Background: an optimization exercise with open tools, aiming at small area, a short achievable clock period and few clock cycles. Do not read the settings as production practice.
Only simulation tests tie the RTL to the original design; equivalence was not proved.

==> v20: inputs <==
// core
module core #(parameter WIDTH = 32) (
  input wire clock, nreset,
  input wire [31:0] programdata,
  input wire [WIDTH-1:0] readramdata,
  output wire writeram,
  output wire [WIDTH-1:0] programaddress,
  output wire [WIDTH-1:0] ramaddress,
  output wire [WIDTH-1:0] writeramdata
);
  reg [31:0] pc_f;                        
  reg [31:0] ir, pc_x;                    
  reg        v_x;
  reg        v_m, wen_m, ld_m, st_m, mul_m, mulh_m;
  reg [4:0]  rd_m;
  reg [31:0] res_m, a_m, b_m;
  reg        wen_w, mul_w, mulh_w;
  reg [4:0]  rd_w;
  reg [31:0] res_w;
  reg [63:0] ms_w, mc_w;                  
  reg        rst_q;                       
  reg        btb_v, pred_x;               
  reg [9:0]  btb_tag;
  reg [29:0] btb_tgt;
  reg        fbt_v;
  reg        upb_m, upf_m;                
  reg [9:0]  tag_m;
  reg [9:0]  fbt_tag;
  reg [29:0] fbt_tgt;
  assign programaddress = pc_f;
  ...
==> module core, before the edit <==
module core #(parameter WIDTH = 32) (
  input wire clock, nreset,
  input wire [31:0] programdata,
  input wire [WIDTH-1:0] readramdata,
  output wire writeram,
  output wire [WIDTH-1:0] programaddress,
  output wire [WIDTH-1:0] ramaddress,
  output wire [WIDTH-1:0] writeramdata
);
  reg [31:0] pc_f;                        
  reg [31:0] ir, pc_x;                    
  reg        v_x;
  reg        v_m, wen_m, ld_m, st_m, mul_m, mulh_m;
  reg [4:0]  rd_m;
  reg [31:0] res_m, a_m, b_m;
  reg        wen_w, mul_w, mulh_w;
  reg [4:0]  rd_w;
  reg [31:0] res_w;
  reg [63:0] ms_w, mc_w;                  
  reg        rst_q;                       
  reg        btb_v, pred_x;               
  reg [9:0]  btb_tag;
  reg [29:0] btb_tgt;
  reg        fbt_v;
  reg        upb_m, upf_m;                
  reg [9:0]  tag_m;
  reg [9:0]  fbt_tag;
  reg [29:0] fbt_tgt;
  assign programaddress = pc_f;
  wire hitb = btb_v & (pc_f[11:2] == btb_tag);
  wire hitf = fbt_v & (pc_f[11:2] == fbt_tag);
  wire hit = hitb | hitf;
  wire [31:0] pc_seq = hitb ? {btb_tgt, 2'b00} : hitf ? {fbt_tgt, 2'b00} : pc_f + 4;
  wire [2:0] f3  = ir[14:12];
  wire [4:0] rs1 = ir[19:15];
  wire [4:0] rs2 = ir[24:20];
  wire [4:0] rd  = ir[11:7];
  wire is_ld  = ir[6:4] == 3'b000;
  wire is_imm = ir[6:4] == 3'b001;
  wire is_st  = ir[6:4] == 3'b010;
  wire is_r   = ir[6:4] == 3'b011;
  wire is_br  = ir[6];
  wire is_mul = is_r & ir[25];
  wire use2   = is_r | is_st | is_br;
  wire wr     = (is_ld | is_imm | is_r) & (rd != 5'd0);
  wire [31:0] imm_i = {{20{ir[31]}}, ir[31:20]};
  wire [31:0] imm_s = {{20{ir[31]}}, ir[31:25], ir[11:7]};
  wire [31:0] imm_b = {{19{ir[31]}}, ir[31], ir[7], ir[30:25], ir[11:8], 1'b0};
  wire [31:0] target = pc_x + imm_b;
  wire [31:0] rf1, rf2;
  regfile rf(.clk(clock), .rst_q(rst_q), .we(wen_w), .wa(rd_w), .wd(wd_w),
             .ra1(rs1), .ra2(rs2), .rd1(rf1), .rd2(rf2));
  reg fm1, fm2, fw1, fw2;
  wire [31:0] a = fm1 ? res_m : fw1 ? res_w : rf1;
  wire [31:0] b = fm2 ? res_m : fw2 ? res_w : rf2;
  wire stall = v_x & (((ld_m | mul_m) & (fm1 | (use2 & fm2))) |
                      (mul_w & (fw1 | (use2 & fw2))));
  wire [31:0] op2  = is_r ? b : is_st ? imm_s : imm_i;
  wire [31:0] sum  = a + op2;
  wire [31:0] shl  = a << b[4:0];
  wire signed [31:0] as = a, bs = b;
  wire [31:0] shr  = as >>> b[4:0];
  reg  [31:0] res;
  always_comb begin
    case (f3)
      3'b111:  res = a & b;
      3'b110:  res = is_r ? (a | b) : (a ^ imm_i);
      3'b001:  res = shl;
      3'b101:  res = shr;
      default: res = sum;
    endcase
    if (is_ld | is_st) res = sum;
    if (is_br) res = target;             
  end
  wire eq = a == b;
  wire lt = as < bs;
  wire cond  = f3[2] ? (lt ^ f3[0]) : (eq ^ f3[0]);
  wire br_t  = is_br & cond;
  wire redirect = v_x & ~stall & (pred_x ? ~(br_t & (target == pc_f)) : br_t);
  wire [31:0] fix_pc = br_t ? target : pc_x + 4;
  wire [63:0] ms, mc;
  multree mt(.a(a_m), .b(b_m), .s(ms), .c(mc));
  wire [63:0] prod = ms_w + mc_w;
  wire [31:0] mres = mulh_w ? {prod[63], prod[61:31]} : {prod[63], prod[30:0]};
  wire [31:0] wd_w = mul_w ? mres : res_w;
  assign ramaddress   = res_m;
  assign writeramdata = b_m;
  assign writeram     = v_m & st_m;
  always_ff @(posedge clock, negedge nreset)
    if (~nreset) begin
      pc_f  <= 0;
      v_x   <= 0;
      v_m   <= 0;
      wen_m <= 0;
      wen_w <= 0;
      rst_q <= 0;
      btb_v <= 0;
      fbt_v <= 0;
      upb_m <= 0;
      upf_m <= 0;
    end else begin
      rst_q <= 1;
      if (redirect) begin
        pc_f <= fix_pc;
        v_x  <= 0;
      end else if (~stall) begin
        pc_f <= pc_seq;
        v_x  <= 1;
      end
      upb_m <= v_x & ~stall & br_t & ir[31];
      upf_m <= v_x & ~stall & br_t & ~ir[31];
      if (upb_m)
        btb_v <= 1;
      if (upf_m)
        fbt_v <= 1;
      v_m   <= v_x & ~stall;
      wen_m <= v_x & ~stall & wr;
      wen_w <= wen_m;
    end
  wire pm1 = programdata[19:15] == rd;
  wire pm2 = programdata[24:20] == rd;
  wire pw1 = programdata[19:15] == rd_m;
  wire pw2 = programdata[24:20] == rd_m;
  wire sw1 = rs1 == rd_m;
  wire sw2 = rs2 == rd_m;
  always_ff @(posedge clock) begin
    fm1 <= pm1 & (~stall & v_x & wr);
    fm2 <= pm2 & (~stall & v_x & wr);
    fw1 <= stall ? (wen_m & sw1) : (wen_m & pw1);
    fw2 <= stall ? (wen_m & sw2) : (wen_m & pw2);
  end
  always_ff @(posedge clock) begin
    tag_m <= pc_x[11:2];
    if (upb_m) begin
      btb_tag <= tag_m;
      btb_tgt <= res_m[31:2];
    end
    if (upf_m) begin
      fbt_tag <= tag_m;
      fbt_tgt <= res_m[31:2];
    end
    if (~stall) begin
      ir     <= programdata;
      pc_x   <= pc_f;
      pred_x <= hit;
    end
    ld_m   <= is_ld;
    st_m   <= is_st;
    mul_m  <= is_mul;
    mulh_m <= f3[0];
    rd_m   <= rd;
    res_m  <= res;
    a_m    <= a;
    b_m    <= b;
    rd_w   <= rd_m;
    mul_w  <= mul_m;
    mulh_w <= mulh_m;
    ms_w   <= ms;
    mc_w   <= mc;
    res_w  <= ld_m ? readramdata : res_m;
  end
endmodule
Settings: LEC_CHECK=0, ABC_AREA=1, CAP_MARGIN=20, CORE_MARGIN=2, CORE_UTILIZATION=50, PLACE_DENSITY=0.6, SLEW_MARGIN=20; clock period 24.0 ns.
run.sh (not shown) runs the stock make flow with config.mk's settings and CLKGATE_MAP_FILE= SYNTH_SCRIPT=/design/flow/synth_recipe.tcl, a recipe that flattens the netlist after the stock synthesis.
==> v28: changes against v20 <==
--- a/flow/design.v
+++ b/flow/design.v
@@ -8,9 +8,11 @@
   output wire [WIDTH-1:0] writeramdata
 );
   reg [31:0] pc_f;                        
-  reg [31:0] ir, pc_x;                    
-  reg        v_x;
-  reg        v_m, wen_m, ld_m, st_m, mul_m, mulh_m;
+  reg [31:0] ir_d, pc_d;                  
+  reg        v_d, pred_d;
+  reg [31:0] ir_x, pc_x, a_x, b_x;        
+  reg        v_x, pred_x;
+  reg        wen_m, ld_m, mul_m, mulh_m;
   reg [4:0]  rd_m;
   reg [31:0] res_m, a_m, b_m;
   reg        wen_w, mul_w, mulh_w;
@@ -18,48 +20,52 @@
   reg [31:0] res_w;
   reg [63:0] ms_w, mc_w;                  
   reg        rst_q;                       
-  reg        btb_v, pred_x;               
-  reg [9:0]  btb_tag;
-  reg [29:0] btb_tgt;
-  reg        fbt_v;
+  reg        fm1, fm2, fw1, fw2;          
+  reg        bw1, bw2;                    
+  reg        btb_v, fbt_v;                
+  reg [9:0]  btb_tag, fbt_tag;
+  reg [29:0] btb_tgt, fbt_tgt;
   reg        upb_m, upf_m;                
   reg [9:0]  tag_m;
-  reg [9:0]  fbt_tag;
-  reg [29:0] fbt_tgt;
-  assign programaddress = pc_f;
+  reg [31:0] pa_o, ra_o, wd_o;            
+  reg        we_o;
+  assign programaddress = pa_o;
   wire hitb = btb_v & (pc_f[11:2] == btb_tag);
   wire hitf = fbt_v & (pc_f[11:2] == fbt_tag);
-  wire hit = hitb | hitf;
   wire [31:0] pc_seq = hitb ? {btb_tgt, 2'b00} : hitf ? {fbt_tgt, 2'b00} : pc_f + 4;
-  wire [2:0] f3  = ir[14:12];
-  wire [4:0] rs1 = ir[19:15];
-  wire [4:0] rs2 = ir[24:20];
-  wire [4:0] rd  = ir[11:7];
-  wire is_ld  = ir[6:4] == 3'b000;
-  wire is_imm = ir[6:4] == 3'b001;
-  wire is_st  = ir[6:4] == 3'b010;
-  wire is_r   = ir[6:4] == 3'b011;
-  wire is_br  = ir[6];
-  wire is_mul = is_r & ir[25];
+  wire [4:0] rs1_d = ir_d[19:15];
+  wire [4:0] rs2_d = ir_d[24:20];
+  wire [31:0] rf1, rf2;
+  wire [31:0] wd_w;
+  regfile rf(.clk(clock), .rst_q(rst_q), .we(wen_w), .wa(rd_w), .wd(wd_w),
+             .ra1(rs1_d), .ra2(rs2_d), .rd1(rf1), .rd2(rf2));
+  wire [31:0] a_d = bw1 ? wd_w : rf1;
+  wire [31:0] b_d = bw2 ? wd_w : rf2;
+  wire [2:0] f3  = ir_x[14:12];
+  wire [4:0] rs1 = ir_x[19:15];
+  wire [4:0] rs2 = ir_x[24:20];
+  wire [4:0] rd  = ir_x[11:7];
+  wire is_ld  = ir_x[6:4] == 3'b000;
+  wire is_imm = ir_x[6:4] == 3'b001;
+  wire is_st  = ir_x[6:4] == 3'b010;
+  wire is_r   = ir_x[6:4] == 3'b011;
+  wire is_br  = ir_x[6];
+  wire is_mul = is_r & ir_x[25];
   wire use2   = is_r | is_st | is_br;
   wire wr     = (is_ld | is_imm | is_r) & (rd != 5'd0);
-  wire [31:0] imm_i = {{20{ir[31]}}, ir[31:20]};
-  wire [31:0] imm_s = {{20{ir[31]}}, ir[31:25], ir[11:7]};
-  wire [31:0] imm_b = {{19{ir[31]}}, ir[31], ir[7], ir[30:25], ir[11:8], 1'b0};
+  wire [31:0] imm_i = {{20{ir_x[31]}}, ir_x[31:20]};
+  wire [31:0] imm_s = {{20{ir_x[31]}}, ir_x[31:25], ir_x[11:7]};
+  wire [31:0] imm_b = {{19{ir_x[31]}}, ir_x[31], ir_x[7], ir_x[30:25], ir_x[11:8], 1'b0};
   wire [31:0] target = pc_x + imm_b;
-  wire [31:0] rf1, rf2;
-  regfile rf(.clk(clock), .rst_q(rst_q), .we(wen_w), .wa(rd_w), .wd(wd_w),
-             .ra1(rs1), .ra2(rs2), .rd1(rf1), .rd2(rf2));
-  reg fm1, fm2, fw1, fw2;
-  wire [31:0] a = fm1 ? res_m : fw1 ? res_w : rf1;
-  wire [31:0] b = fm2 ? res_m : fw2 ? res_w : rf2;
+  wire [31:0] a = fm1 ? res_m : fw1 ? res_w : a_x;
+  wire [31:0] b = fm2 ? res_m : fw2 ? res_w : b_x;
   wire stall = v_x & (((ld_m | mul_m) & (fm1 | (use2 & fm2))) |
                       (mul_w & (fw1 | (use2 & fw2))));
-  wire [31:0] op2  = is_r ? b : is_st ? imm_s : imm_i;
-  wire [31:0] sum  = a + op2;
-  wire [31:0] shl  = a << b[4:0];
+  wire [31:0] op2 = is_r ? b : is_st ? imm_s : imm_i;
+  wire [31:0] sum = a + op2;
   wire signed [31:0] as = a, bs = b;
-  wire [31:0] shr  = as >>> b[4:0];
+  wire [31:0] shl = a << b[4:0];
+  wire [31:0] shr = as >>> b[4:0];
   reg  [31:0] res;
   always_comb begin
     case (f3)
@@ -74,23 +80,30 @@
   end
   wire eq = a == b;
   wire lt = as < bs;
-  wire cond  = f3[2] ? (lt ^ f3[0]) : (eq ^ f3[0]);
-  wire br_t  = is_br & cond;
-  wire redirect = v_x & ~stall & (pred_x ? ~(br_t & (target == pc_f)) : br_t);
-  wire [31:0] fix_pc = br_t ? target : pc_x + 4;
+  wire cond = f3[2] ? (lt ^ f3[0]) : (eq ^ f3[0]);
+  wire br_t = is_br & cond;
+  wire go = v_x & ~stall;
+  wire redir0 = go & pred_x;                                    
+  wire redir1 = go & (pred_x ? ~(is_br & (target == pc_d)) : is_br);   
+  wire redirect = cond ? redir1 : redir0;
+  wire [31:0] pc_hold = ~stall ? pc_seq : pc_f;
+  wire [31:0] next0 = redir0 ? pc_x + 4 : pc_hold;
+  wire [31:0] next1 = redir1 ? (is_br ? target : pc_x + 4) : pc_hold;
+  wire [31:0] pc_next = cond ? next1 : next0;
   wire [63:0] ms, mc;
   multree mt(.a(a_m), .b(b_m), .s(ms), .c(mc));
   wire [63:0] prod = ms_w + mc_w;
   wire [31:0] mres = mulh_w ? {prod[63], prod[61:31]} : {prod[63], prod[30:0]};
-  wire [31:0] wd_w = mul_w ? mres : res_w;
-  assign ramaddress   = res_m;
-  assign writeramdata = b_m;
-  assign writeram     = v_m & st_m;
+  assign wd_w = mul_w ? mres : res_w;
+  assign ramaddress   = ra_o;
+  assign writeramdata = wd_o;
+  assign writeram     = we_o;
   always_ff @(posedge clock, negedge nreset)
     if (~nreset) begin
       pc_f  <= 0;
+      we_o  <= 0;
+      v_d   <= 0;
       v_x   <= 0;
-      v_m   <= 0;
       wen_m <= 0;
       wen_w <= 0;
       rst_q <= 0;
@@ -100,63 +113,75 @@
       upf_m <= 0;
     end else begin
       rst_q <= 1;
+      pc_f <= pc_next;
       if (redirect) begin
-        pc_f <= fix_pc;
+        v_d  <= 0;
         v_x  <= 0;
       end else if (~stall) begin
-        pc_f <= pc_seq;
-        v_x  <= 1;
+        v_d  <= 1;
+        v_x  <= v_d;
       end
-      upb_m <= v_x & ~stall & br_t & ir[31];
-      upf_m <= v_x & ~stall & br_t & ~ir[31];
-      if (upb_m)
-        btb_v <= 1;
-      if (upf_m)
-        fbt_v <= 1;
-      v_m   <= v_x & ~stall;
+      we_o  <= v_x & ~stall & is_st;
       wen_m <= v_x & ~stall & wr;
       wen_w <= wen_m;
+      upb_m <= v_x & ~stall & br_t & ir_x[31];
+      upf_m <= v_x & ~stall & br_t & ~ir_x[31];
+      if (upb_m) btb_v <= 1;
+      if (upf_m) fbt_v <= 1;
     end
-  wire pm1 = programdata[19:15] == rd;
-  wire pm2 = programdata[24:20] == rd;
-  wire pw1 = programdata[19:15] == rd_m;
-  wire pw2 = programdata[24:20] == rd_m;
-  wire sw1 = rs1 == rd_m;
-  wire sw2 = rs2 == rd_m;
+  wire [4:0] prs1 = programdata[19:15];
+  wire [4:0] prs2 = programdata[24:20];
+  wire wr_x = v_x & wr;
   always_ff @(posedge clock) begin
-    fm1 <= pm1 & (~stall & v_x & wr);
-    fm2 <= pm2 & (~stall & v_x & wr);
-    fw1 <= stall ? (wen_m & sw1) : (wen_m & pw1);
-    fw2 <= stall ? (wen_m & sw2) : (wen_m & pw2);
+    fm1 <= ~stall & wr_x & (rs1_d == rd);
+    fm2 <= ~stall & wr_x & (rs2_d == rd);
+    fw1 <= wen_m & (stall ? (rs1 == rd_m) : (rs1_d == rd_m));
+    fw2 <= wen_m & (stall ? (rs2 == rd_m) : (rs2_d == rd_m));
+    bw1 <= wen_m & (stall ? (rs1_d == rd_m) : (prs1 == rd_m));
+    bw2 <= wen_m & (stall ? (rs2_d == rd_m) : (prs2 == rd_m));
   end
+  always_ff @(posedge clock)
+    if (~nreset)
+      pa_o <= 0;
+    else
+      pa_o <= pc_next;
   always_ff @(posedge clock) begin
-    tag_m <= pc_x[11:2];
-    if (upb_m) begin
-      btb_tag <= tag_m;
-      btb_tgt <= res_m[31:2];
-    end
-    if (upf_m) begin
-      fbt_tag <= tag_m;
-      fbt_tgt <= res_m[31:2];
-    end
     if (~stall) begin
-      ir     <= programdata;
-      pc_x   <= pc_f;
-      pred_x <= hit;
+      ir_d   <= programdata;
+      pc_d   <= pc_f;
+      pred_d <= hitb | hitf;
+      ir_x   <= ir_d;
+      pc_x   <= pc_d;
+      pred_x <= pred_d;
+      a_x    <= a_d;
+      b_x    <= b_d;
+    end else begin
+      a_x    <= (fw1 & ~fm1 & mul_w) ? mres : a;
+      b_x    <= (fw2 & ~fm2 & mul_w) ? mres : b;
     end
     ld_m   <= is_ld;
-    st_m   <= is_st;
     mul_m  <= is_mul;
     mulh_m <= f3[0];
     rd_m   <= rd;
     res_m  <= res;
+    if (is_ld | is_st) ra_o <= sum;
+    if (is_st) wd_o <= b;
     a_m    <= a;
     b_m    <= b;
-    rd_w   <= rd_m;
+    tag_m  <= pc_x[11:2];
+    if (upb_m) begin
+      btb_tag <= tag_m;
+      btb_tgt <= res_m[31:2];
+    end
+    if (upf_m) begin
+      fbt_tag <= tag_m;
+      fbt_tgt <= res_m[31:2];
+    end
     mul_w  <= mul_m;
     mulh_w <= mulh_m;
     ms_w   <= ms;
     mc_w   <= mc;
+    rd_w   <= rd_m;
     res_w  <= ld_m ? readramdata : res_m;
   end
 endmodule
==> flow/flow/run.sh (new file) <==
#!/bin/bash
set -euo pipefail
export BUFFER_PORTS_ARGS="-buffer_cell sky130_fd_sc_hd__buf_4"
bash standard.sh > standard.log 2>&1
==> flow/standard.sh (new file) <==
#!/bin/bash
# synth_recipe.tcl (not shown) runs the flow's synth.tcl, then flattens the netlist and writes it again
# the make line also repeats each setting of config.mk as NAME=value (left out here)
make -C /OpenROAD-flow-scripts/flow DESIGN_CONFIG=/design/flow/config.mk WORK_HOME=/design/flow/orfs CLKGATE_MAP_FILE= SYNTH_SCRIPT=/design/flow/synth_recipe.tcl "${@:-finish}"
Settings changed: CAP_MARGIN 20 to 50, SLEW_MARGIN 20 to 50.
removed: flow/run.sh
==> comparison <==
Against v20, the final cell count of v28 is larger by 2.7%. Against v20, the flip-flop and latch count of v28 is higher by 223. Setup slack: v20 is worse than v28 (4.6 ns). Synthesized cell count: v28 is higher than v20 (0.23%). Of v20 and v28, v20 has the higher critical path depth (gap 31).
==> figures <==
item	v28	v20
Register-to-register setup slack	17.91 ns	13.11 ns
Met3 Track Usage GR	15.7%	16.7%
Height of the chip	462 µm	445 µm
Cell at the slowest stage of the critical path	sky130_fd_sc_hd__edfxtp_1	sky130_fd_sc_hd__clkinv_1
Number of nets in the synthesized netlist	12.3k	12.3k
Critical path class	register to output port	register to register
Area of the core	209000 µm²	193000 µm²
GRT Util Overall	46.4%	48.2%
Worst relative slew slack	40.8%	14.9%
Crit path DAT	1.45 ns	11.58 ns
Clock Sink Count	1680	1457
Type of destination of the critical path	output port	register
Synthesized instance count	11.6k	11.6k
Number of placed cells counting well taps	14.3k	14.0k
Outcome	no timing/DRC/antenna violations	no timing/DRC/antenna violations
Testbench counts of v20, summed over its fixed seeds: cycles 103,201.
Testbench counts of v28, summed over its fixed seeds: cycles 105,224.

[port drivers added, routing unchanged]
The flow's constraints put no driver on any port. The routed layouts listed below were extracted and timed again, unchanged, in two steps. Step 1 assumes that a clkbuf_16 drives the clock port and a buf_2 every other input. Step 2 adds t to the input delays and takes it off the output delays; t is the mean of the earliest and latest rising clock arrival at the registers after step 1. Input paths then give back, and output paths get back, about the clock's delay inside the block. a / b / c = ideal / step 1 / step 2; a / b = the first two.
run	shift t [ns]	setup slack, ns	hold WS [ns]	clock arrival spread, ns	worst data-port slew with drivers (ns)
v20	0.948	13.108 / 13.108 / 13.108	0.336 / 0.336 / 0.336	0.095 / 0.096	0.08
v28	0.976	17.749 / 17.637 / 17.648	0.335 / 0.335 / 0.335	0.103 / 0.102	0.24
After both steps setup and hold are still met in every run listed. The setup slack of v28, which loses most, moves by -0.112 ns with the drivers and by -0.101 ns with both steps.
